What follows belongs to an exercise in optimizing a design on an open flow for small area, a short achievable clock period and few clock cycles per item; a production flow would make more cautious choices. In this exercise RTL edits were held to simulation tests only and were not proved equivalent to the original.

==> umber <==
// top
module top ( x0_node0, x1_node0, x2_node0, x3_node0,
x0_node1, x1_node1, x2_node1, x3_node1,
x0_node2, x1_node2, x2_node2, x3_node2,
x0_node3, x1_node3, x2_node3, x3_node3,
w04, w14, w24, w34,
w05, w15, w25, w35,
w06, w16, w26, w36,
w07, w17, w27, w37,
w48, w58, w68, w78,
w49, w59, w69, w79,
out0_node0, out1_node0,
out0_node1, out1_node1,
out0_node2, out1_node2,
out0_node3, out1_node3,
in_ready,
out10_ready_node0, out11_ready_node0,
out10_ready_node1, out11_ready_node1,
out10_ready_node2, out11_ready_node2,
out10_ready_node3, out11_ready_node3,
clk);
input signed [4:0] x0_node0, x1_node0, x2_node0, x3_node0;
input signed [4:0] x0_node1, x1_node1, x2_node1, x3_node1;
input signed [4:0] x0_node2, x1_node2, x2_node2, x3_node2;
input signed [4:0] x0_node3, x1_node3, x2_node3, x3_node3;
input signed [4:0] w04, w14, w24, w34;
input signed [4:0] w05, w15, w25, w35;
input signed [4:0] w06, w16, w26, w36;
input signed [4:0] w07, w17, w27, w37;
input signed [4:0] w48, w58, w68, w78;
input signed [4:0] w49, w59, w69, w79;
input clk;
input in_ready;
output logic signed [20:0] out0_node0, out1_node0;
output logic signed [20:0] out0_node1, out1_node1;
output logic signed [20:0] out0_node2, out1_node2;
output logic signed [20:0] out0_node3, out1_node3;
output logic out10_ready_node0, out11_ready_node0;
output logic out10_ready_node1, out11_ready_node1;
output logic out10_ready_node2, out11_ready_node2;
output logic out10_ready_node3, out11_ready_node3;
  logic rdy;
  logic [11:0] h_n0_j0;
  logic [11:0] h_n0_j1;
  logic [11:0] h_n0_j2;
  logic [11:0] h_n0_j3;
  logic [11:0] h_n1_j0;
  logic [11:0] h_n1_j1;
  logic [11:0] h_n1_j2;
  logic [11:0] h_n1_j3;
  logic [11:0] h_n2_j0;
  logic [11:0] h_n2_j1;
  logic [11:0] h_n2_j2;
  logic [11:0] h_n2_j3;
  logic [11:0] h_n3_j0;
  logic [11:0] h_n3_j1;
  logic [11:0] h_n3_j2;
  logic [11:0] h_n3_j3;
  logic [4:0] w48_r;
  logic [4:0] w49_r;
  logic [4:0] w58_r;
  logic [4:0] w59_r;
  ...
export LEC_CHECK = 0
export CAP_MARGIN = 20
export CORE_MARGIN = 2
export CORE_UTILIZATION = 45
export PLACE_DENSITY = 0.6
export SETUP_SLACK_MARGIN = 3.5
export SLEW_MARGIN = 20
export SYNTH_HIERARCHICAL = 1
export SYNTH_MINIMUM_KEEP_SIZE = 0
create_clock -name core_clock -period 15.0 [get_ports {clk}]
standard.sh (not shown) runs the stock make flow with config.mk's settings and CLKGATE_MAP_FILE= SYNTH_SCRIPT=/design/flow/synth_recipe.tcl, a recipe that flattens the netlist after the stock synthesis.
==> flow/flow/run.sh <==
#!/bin/bash
# The standard layout (the standard.sh, standard synthesis unchanged), with the port
# buffers that placement inserts made plain buf_4 cells instead of the default
# delay buffer (clkdlybuf4s50_1). Every port still gets its own buffer.
set -euo pipefail
bash standard.sh 'BUFFER_PORTS_ARGS=-buffer_cell sky130_fd_sc_hd__buf_4' finish > make_finish.log 2>&1
==> inputs of fjord, as changes to umber <==
SETUP_SLACK_MARGIN = 4.2   (was 3.5)
==> comparison <==
- Cell count: fjord is higher than umber (2.9%).
- In synthesized cell count, fjord and umber do not differ.
- Between umber and fjord, the lower utilization is in umber (gap 3.9 points).
- In fjord the first-iteration DRC count is higher than in umber, by about 13%.
- Die area is the same in umber and fjord.
- Global-route usage: fjord is higher than umber (1.9 points).
==> figures <==
                                                                               umber                    fjord
Maximum operating frequency                                                   88.1 MHz                 91.1 MHz
Cell Count, Final, Fillers Out                                                   13624                    14018
Placed Cells incl. Taps                                                          13294                    13289
Min setup slack post-route                                                     3.65 ns                  4.03 ns
Global router's overall resource usage                                           33.9%                    35.7%
Worst Max-Slew Pin Slew                                                        1.09 ns                 0.970 ns
Maximum fanout count along the critical path                                        48                        7
HPWL reported at the end of detailed placement                               332000 um                333000 um
First-pass GRT wire length                                                   637000 um                666000 um
Via-to-Cell Ratio                                                                 5.92                     5.99
Initial antenna violation count                                                     31                       28
Area of all placed cells without fillers                                   124000 um^2              134000 um^2
Share of the clock period used by the worst path after layout                    75.6%                    73.2%
Vias in the first global route                                                   92496                    94887
Status                                                         complete, no violations  complete, no violations
Testbench counts of umber, summed over its fixed seeds: cycles 4,800, items 4,800.
Testbench counts of fjord, summed over its fixed seeds: cycles 4,800, items 4,800.

==> static timing again, ports no longer ideal <==
The results above use ideal ports. As a check the final layouts listed here were re-extracted and re-timed, cells and wires unchanged. Step 1 assumes that a clkbuf_16 drives the clock port and a buf_2 every other input. Step 2 times the ports against the registers' clock, not the clock port: input delays grow and output delays shrink by t, the midpoint of the rising clock arrivals with the driver on. Three values: no drivers, after step 1, after step 2; two values: the first two.
run | t, ns | slack for setup (ns) | clock arrival spread, ns
umber | 0.710 | 3.655 / 3.578 / 3.130 | 0.029 / 0.029
fjord | 0.721 | 4.027 / 3.933 / 3.611 | 0.045 / 0.046
After both steps setup and hold are still met in every run listed. For umber, which loses most, drivers alone change the setup slack by -0.077 ns; drivers and shift together by -0.525 ns.
